This design comes from an exercise in tuning for small area on the open sky130 flow, not from production work.
Function was checked by simulation only, so behaviour that the tests miss may differ from the original.

==> 10-20: inputs <==
// cpu
module cpu(
    input         clock,
    input         reset,
    output [31:0] address_imem,
    input  [31:0] q_imem,
    output [31:0] address_dmem,
    output [31:0] data,
    output        wren,
    input  [31:0] q_dmem,
    output        ctrl_writeEnable,
    output [4:0]  ctrl_writeReg,
    output [31:0] data_writeReg
);
clock: 20.0 ns
lec_check: 0
cap_margin: 20
core_margin: 2
core_utilization: 60
cts_cluster_diameter: 80
cts_cluster_size: 25
slew_margin: 20
standard.sh (not shown) runs the stock make flow with config.mk's settings and CLKGATE_MAP_FILE= SYNTH_SCRIPT=/design/flow/synth_recipe.tcl, a recipe that flattens the netlist after the stock synthesis.
==> flow/flow/run.sh <==
#!/bin/bash
# The standard layout (the standard.sh: ORFS synthesis with the standard flow's
# synthesis script, floorplan, placement, CTS and routing) with three changes
# that make it smaller:
#  - synthesis maps the logic with an area-oriented ABC script (flow/abc.script)
#    in place of ORFS's abc_speed.script; everything else in synthesis, the
#    flip-flop mapping and register names included, is the standard one;
#  - the port buffers that every input and output gets are buf_1 cells rather
#    than the 10 um2 delay buffers ORFS picks by default;
#  - clock tree synthesis inserts no dummy loads.
# Each tool's full output goes to ORFS's logs under orfs/logs; the make output
# goes to synth.log and standard.log here.
set -euo pipefail
export BUFFER_PORTS_ARGS="-buffer_cell sky130_fd_sc_hd__buf_1"
export CTS_ARGS="-sink_clustering_enable -repair_clock_nets -sink_clustering_size 25 -sink_clustering_max_diameter 80 -dont_use_dummy_load"

rm -rf scripts_abc
cp -r "$FLOW_HOME/scripts" scripts_abc
cp flow/abc.script scripts_abc/abc_speed.script
sed "s|CLKGATE_MAP_FILE= |CLKGATE_MAP_FILE= SCRIPTS_DIR=$PWD/scripts_abc |" standard.sh > standard_abc.sh
grep -q "SCRIPTS_DIR=$PWD/scripts_abc" standard_abc.sh
bash standard_abc.sh synth > synth.log 2>&1
bash standard.sh > standard.log 2>&1
==> flow/flow/abc.script <==
strash
&get -n
&st
&syn2
&dch -f
&nf -R 1000 -p -C 32
&st
&syn2
&dch -f
&nf -R 1000 -p -C 32
&st
&syn2
&dch -f
&nf -R 1000 -p -C 32
&put
buffer -c
topo
stime -c
upsize -c
dnsize -c
==> 09-15 (differences from 10-20) <==
--- a/flow/design.v
+++ b/flow/design.v
@@ -70,15 +70,16 @@
     input         clock,
     input  [31:0] a,
     input  [31:0] b,
     input         start_mul,
     input         start_div,
     output [31:0] result,
     output        exception,
-    output        ready
+    output        ready,
+    output        ready_next    
 );
     reg  [64:0] p;
     reg  [4:0]  cnt;
     reg         rdy;
     reg         mode;    
     wire zero   = (p[2:0] == 3'b000) | (p[2:0] == 3'b111);
     wire times2 = ~(p[1] ^ p[0]);
@@ -110,14 +111,15 @@
         rdy <= ~(start_mul | start_div) & (cnt == 5'd31);
     end
     wire not_ovf = (&p[64:32]) | ~(|p[64:32]);
     wire mul_ovf = ~not_ovf | (a[31] & b[31] & p[32]);
     assign result    = sum;
     assign exception = mode ? mul_ovf : ~(|b);
     assign ready     = ~(start_mul | start_div) & rdy;
+    assign ready_next = ~(start_mul | start_div) & (cnt == 5'd31);
 endmodule
 module regfile (
     input         clock,
     input         reset,
     input         we,
     input  [4:0]  wr,
     input  [31:0] wd,
@@ -216,21 +218,23 @@
     wire [31:0] alu_res;
     wire        ne, lt, alu_ovf;
     alu ALU(.a(alu_a), .b(alu_bi), .op(aluop), .shamt(ir_x[11:7]),
             .result(alu_res), .ne(ne), .lt(lt), .ovf(alu_ovf));
     wire        start_mul = mul_x & ~dly_md;
     wire        start_div = div_x & ~dly_md;
     wire [31:0] md_res;
-    wire        md_exc, md_rdy;
+    wire        md_exc, md_rdy, md_rdy_next;
     multdiv MD(.clock(clock), .a(alu_a), .b(alu_b), .start_mul(start_mul),
-               .start_div(start_div), .result(md_res), .exception(md_exc), .ready(md_rdy));
+               .start_div(start_div), .result(md_res), .exception(md_exc), .ready(md_rdy),
+               .ready_next(md_rdy_next));
     always @(posedge clock or posedge reset)
         if (reset) p_off <= 1'b0;
         else       p_off <= md_x & ~md_rdy;
     assign pipe_on = ~(p_off & ~md_rdy);
+    wire   on_next = ~(md_x & ~md_rdy & ~md_rdy_next);
     always @(negedge clock)
         dly_md <= md_x;
     wire [31:0] x_res = md_x ? md_res : alu_res;
     wire add_ov  = alu_ovf & r_x & (aluop == 5'd0);
     wire addi_ov = alu_ovf & addi_x;
     wire sub_ov  = alu_ovf & r_x & (aluop == 5'd1);
     wire mul_ov  = md_exc & mul_x;
@@ -258,20 +262,22 @@
     always @(posedge clock or posedge reset)
         if (reset) tp <= 1'b0;
         else       tp <= ~tp;
     always @(negedge clock or posedge reset)
         if (reset) tn <= 1'b0;
         else       tn <= tp;
     wire phase = tp ^ tn;
+    wire [4:0]  ra_p = on_next ? ra : rs_x;
+    wire [4:0]  rb_p = pipe_on ? rb : rb_x;
     wire [31:0] rf_q;
     regfile RF(.clock(clock), .reset(reset), .we(w_we), .wr(w_rd), .wd(w_val),
-               .ra(phase ? rb : ra), .q(rf_q));
+               .ra(phase ? rb_p : ra_p), .q(rf_q));
     reg [31:0] a_d;
     always @(posedge clock)
-        a_d <= (w_we & (w_rd == ra) & (ra != 5'b0)) ? w_val : rf_q;
+        a_d <= (w_we & (w_rd == ra_p) & (ra_p != 5'b0)) ? w_val : rf_q;
     always @(negedge clock or posedge reset)
         if (reset) begin
             pc            <= 32'b0;
             ir_d[31:22]   <= 10'b0;
             ir_d[6:2]     <= 5'b0;
         end else if (fetch_en) begin
             pc            <= pc_in;
@@ -294,17 +300,19 @@
             ir_x[6:2]     <= kill_x ? 5'b0 : ir_d[6:2];
             x_ok          <= 1'b1;
         end
     always @(negedge clock)
         if (pipe_on) begin
             ir_x[21:7]    <= kill_x ? 15'b0 : ir_d[21:7];
             ir_x[1:0]     <= kill_x ? 2'b0 : ir_d[1:0];
-            a_x           <= a_d;
-            b_x           <= rf_q;
         end
+    always @(negedge clock) begin
+        a_x <= a_d;
+        b_x <= rf_q;
+    end
     wire [4:0] op_mi = exc_x ? 5'b10101 : op_x;
     wire [4:0] rd_mi = exc_x ? 5'b0 : rd_x;
     wire chg_mi = ((op_mi == 5'b00000) | (op_mi == 5'b01000) | (op_mi == 5'b00101)) ? (rd_mi != 5'b0)
                 : ((op_mi == 5'b00011) | (op_mi == 5'b10101));
     always @(negedge clock or posedge reset)
         if (reset) begin
             m_sw <= 1'b0; m_lw <= 1'b0; m_jal <= 1'b0; m_setx <= 1'b0; m_chg <= 1'b0; m_exc <= 1'b0;
PLACE_DENSITY = 0.75   (was default)
==> 11-07 (differences from 10-20) <==
--- a/flow/design.v
+++ b/flow/design.v
@@ -78,23 +78,22 @@
 );
     reg  [64:0] p;
     reg  [4:0]  cnt;
     reg         rdy;
     reg         mode;    
     wire zero   = (p[2:0] == 3'b000) | (p[2:0] == 3'b111);
     wire times2 = ~(p[1] ^ p[0]);
-    wire sel_a  = start_div | (~start_div & mode & ~rdy & ~zero & ~times2);
-    wire sel_a2 = ~start_div & mode & ~rdy & ~zero & times2;
+    wire sel_a  = start_div | (~start_div & mode & ~zero & ~times2);
+    wire sel_a2 = ~start_div & mode & ~zero & times2;
     wire sel_q  = ~start_div & ~mode & rdy;
-    wire sel_p  = ~start_div & mode & rdy;
     wire sel_b  = ~start_div & ~mode & ~rdy;
-    wire xz     = start_div | rdy;
-    wire sub    = start_div ? a[31] : mode ? (p[2] & ~rdy) : rdy ? (a[31] ^ b[31]) : ~(p[64] ^ b[31]);
+    wire xz     = start_div | sel_q;
+    wire sub    = start_div ? a[31] : mode ? p[2] : rdy ? (a[31] ^ b[31]) : ~(p[64] ^ b[31]);
     wire [31:0] y = ({32{sel_a}} & a) | ({32{sel_a2}} & {a[30:0], 1'b0})
-                  | ({32{sel_q}} & p[33:2]) | ({32{sel_p}} & p[32:1]) | ({32{sel_b}} & b);
+                  | ({32{sel_q}} & p[33:2]) | ({32{sel_b}} & b);
     wire [31:0] x = {32{~xz}} & p[64:33];
     wire [31:0] sum = x + (y ^ {32{sub}}) + {31'b0, sub};
     always @(posedge clock) begin
         if (start_mul) begin
             p    <= {32'b0, b, 1'b0};
             cnt  <= 5'd16;
             mode <= 1'b1;
@@ -107,15 +106,15 @@
             else      p <= {sum[30:0], p[32:2], ~sum[31], p[1:0]};
             cnt <= cnt + 5'd1;
         end
         rdy <= ~(start_mul | start_div) & (cnt == 5'd31);
     end
     wire not_ovf = (&p[64:32]) | ~(|p[64:32]);
     wire mul_ovf = ~not_ovf | (a[31] & b[31] & p[32]);
-    assign result    = sum;
+    assign result    = mode ? p[32:1] : sum;
     assign exception = mode ? mul_ovf : ~(|b);
     assign ready     = ~(start_mul | start_div) & rdy;
 endmodule
 module regfile (
     input         clock,
     input         reset,
     input         we,
@@ -172,15 +171,15 @@
     reg  [31:0] o_m;          
     reg  [31:0] b_m;          
     reg  [4:0]  rd_m;         
     reg         m_sw, m_lw, m_jal, m_setx, m_chg, m_exc;
     reg  [31:0] w_val;        
     reg  [4:0]  w_rd;
     reg         w_we;
-    reg         dly_md;
+    reg         dly_mul, dly_div;
     reg         p_off;
     reg         x_ok;
     wire        pipe_on;
     wire        stall_ok;
     wire        fetch_en = pipe_on & stall_ok;
     wire [4:0] op_x   = ir_x[31:27];
     wire       r_x    = (op_x == 5'b00000);
@@ -201,48 +200,52 @@
     wire       div_x  = md_x & aluop[0];
     wire [4:0] rs_x = ir_x[21:17];
     wire [4:0] rt_x = ir_x[16:12];
     wire [4:0] rd_x = ir_x[26:22];
     wire        fwd_m_a = m_chg & (rs_x == rd_m) & (rs_x != 5'b0);
     wire        fwd_w_a = w_we & (rs_x == w_rd) & (rs_x != 5'b0);
     wire        exc_a   = m_exc & (rs_x == 5'd30);
-    wire [31:0] alu_a   = exc_a ? {29'b0, b_m[2:0]} : fwd_m_a ? o_m : fwd_w_a ? w_val : a_x;
+    wire [31:0] alu_a   = exc_a ? b_m : fwd_m_a ? o_m : fwd_w_a ? w_val : a_x;
     wire [4:0]  rb_x    = jbb_x ? rd_x : rt_x;
     wire        fwd_m_b = m_chg & (rb_x == rd_m) & (rb_x != 5'b0);
     wire        fwd_w_b = w_we & (rb_x == w_rd);
     wire        exc_b   = m_exc & (rt_x == 5'd30);
-    wire [31:0] alu_b   = exc_b ? {29'b0, b_m[2:0]} : fwd_m_b ? o_m : fwd_w_b ? w_val : b_x;
+    wire [31:0] alu_b   = exc_b ? b_m : fwd_m_b ? o_m : fwd_w_b ? w_val : b_x;
     wire [31:0] immsx = {{15{ir_x[16]}}, ir_x[16:0]};
     wire [31:0] alu_bi = (addi_x | sw_x | lw_x) ? immsx : alu_b;
     wire [31:0] alu_res;
     wire        ne, lt, alu_ovf;
     alu ALU(.a(alu_a), .b(alu_bi), .op(aluop), .shamt(ir_x[11:7]),
             .result(alu_res), .ne(ne), .lt(lt), .ovf(alu_ovf));
-    wire        start_mul = mul_x & ~dly_md;
-    wire        start_div = div_x & ~dly_md;
+    wire        start_mul = mul_x & ~dly_mul;
+    wire        start_div = div_x & ~dly_div;
     wire [31:0] md_res;
     wire        md_exc, md_rdy;
     multdiv MD(.clock(clock), .a(alu_a), .b(alu_b), .start_mul(start_mul),
                .start_div(start_div), .result(md_res), .exception(md_exc), .ready(md_rdy));
     always @(posedge clock or posedge reset)
         if (reset) p_off <= 1'b0;
         else       p_off <= md_x & ~md_rdy;
     assign pipe_on = ~(p_off & ~md_rdy);
-    always @(negedge clock)
-        dly_md <= md_x;
+    always @(negedge clock) begin
+            dly_mul <= mul_x;
+            dly_div <= div_x;
+        end
     wire [31:0] x_res = md_x ? md_res : alu_res;
     wire add_ov  = alu_ovf & r_x & (aluop == 5'd0);
     wire addi_ov = alu_ovf & addi_x;
     wire sub_ov  = alu_ovf & r_x & (aluop == 5'd1);
     wire mul_ov  = md_exc & mul_x;
     wire div_ov  = md_exc & div_x;
     wire [2:0] code = {mul_ov | div_ov, addi_ov | sub_ov, add_ov | sub_ov | div_ov};
     wire exc_x = (add_ov | addi_ov | sub_ov | mul_ov | div_ov) & x_ok;
     wire [17:0] imm_m1 = (jal_x ? 18'd0 : {ir_x[16], ir_x[16:0]}) - 18'd1;
-    wire [31:0] pcx    = pc + {{14{imm_m1[17]}}, imm_m1};    
+    wire [31:0] pcx;                                           
+    wire        pcx_co;
+    rca #(32) PCX(.a(pc), .b({{14{imm_m1[17]}}, imm_m1}), .ci(1'b0), .s(pcx), .co(pcx_co));
     wire        rs_lt  = ne & ~lt;
     wire        tk_b   = (blt_x & rs_lt) | (bne_x & ne);
     wire        sel1   = jr_x | tk_b;
     wire        sel0   = jj_x | tk_b | (bex_x & (|alu_a));
     wire        branch = sel1 | sel0;
     wire [31:0] pc_p1  = pc + 32'd1;
     wire [31:0] pc_in  = sel1 ? (sel0 ? pcx : alu_b) : (sel0 ? {5'b0, ir_x[26:0]} : pc_p1);
==> flow/run.sh (new file) <==
#!/bin/bash
# synth_recipe.tcl (not shown) runs the flow's synth.tcl, then flattens the netlist and writes it again
# the make line also repeats each setting of config.mk as NAME=value (left out here)
make -C /OpenROAD-flow-scripts/flow DESIGN_CONFIG=/design/flow/config.mk WORK_HOME=/design/flow/orfs CLKGATE_MAP_FILE= SYNTH_SCRIPT=/design/flow/synth_recipe.tcl finish
CTS_CLUSTER_DIAMETER = 100   (was 80)
CTS_CLUSTER_SIZE = 20   (was 25)
removed: flow/flow/run.sh
removed: flow/flow/abc.script
removed: flow/standard.sh
==> flow_metrics.py <==
metrics = {
    "setup_path": {
        "r2r_cells": 46,
    },
    "final_layout": {
        "clk_share": 0.0369,
    },
    "drt": {
        "wl_met1_um": 88200,
        "vias": 49842,
    },
    "run_status": {
        "outcome": "timing/DRC/antenna clean",
    },
    "yosys": {
        "synth_common_cells": "edfxtp_1 (1197), nand2_1 (462), nor2_1 (305)",
    },
}
# the run above: 10-20

==> flow_metrics.py <==
metrics = {
    "run_status": {
        "outcome": "timing/DRC/antenna clean",
    },
    "setup_path": {
        "r2r_cells": 52,
    },
    "drt": {
        "wl_met1_um": 91300,
        "top_layer_used": "met5",
        "vias": 52993,
    },
    "yosys": {
        "synth.avg_cell_area_um2": 12.4,
        "synthTopCellsByArea": "edfxtp_1 (54%), a22oi_1 (3.9%), dfxtp_1 (3.2%), dfrtn_1 (2.7%), mux2i_1 (2.6%)",
    },
    "flow_run": {
        "cap_violations": 0,
    },
    "final_layout": {
        "signal_buffers": 452,
        "clk_share": 0.0445,
    },
    "global_routing": {
        "met2_usage": 0.689,
    },
}
# the run above: 11-07

==> flow_metrics.py <==
metrics = {
    "drt": {
        "vias": 49543,
        "wl_met1_um": 82500,
    },
    "sta": {
        "slew_viol_final": 0,
    },
    "yosys": {
        "synth_top_family_by_area": "compound AO/OA/AOI/OAI gates",
        "synth_common_cells": "edfxtp_1 (1133), nand2_1 (454), nor2_1 (343)",
    },
    "clock_tree": {
        "ctsResizeCount": 1,
        "cts.sinks": 1405,
    },
    "run_status": {
        "outcome": "timing/DRC/antenna clean",
    },
    "setup_path": {
        "r2r_cells": 58,
        "setup.worst_path.end_class": "register",
    },
    "final_layout": {
        "clk_share": 0.0372,
    },
}
# the run above: 09-15

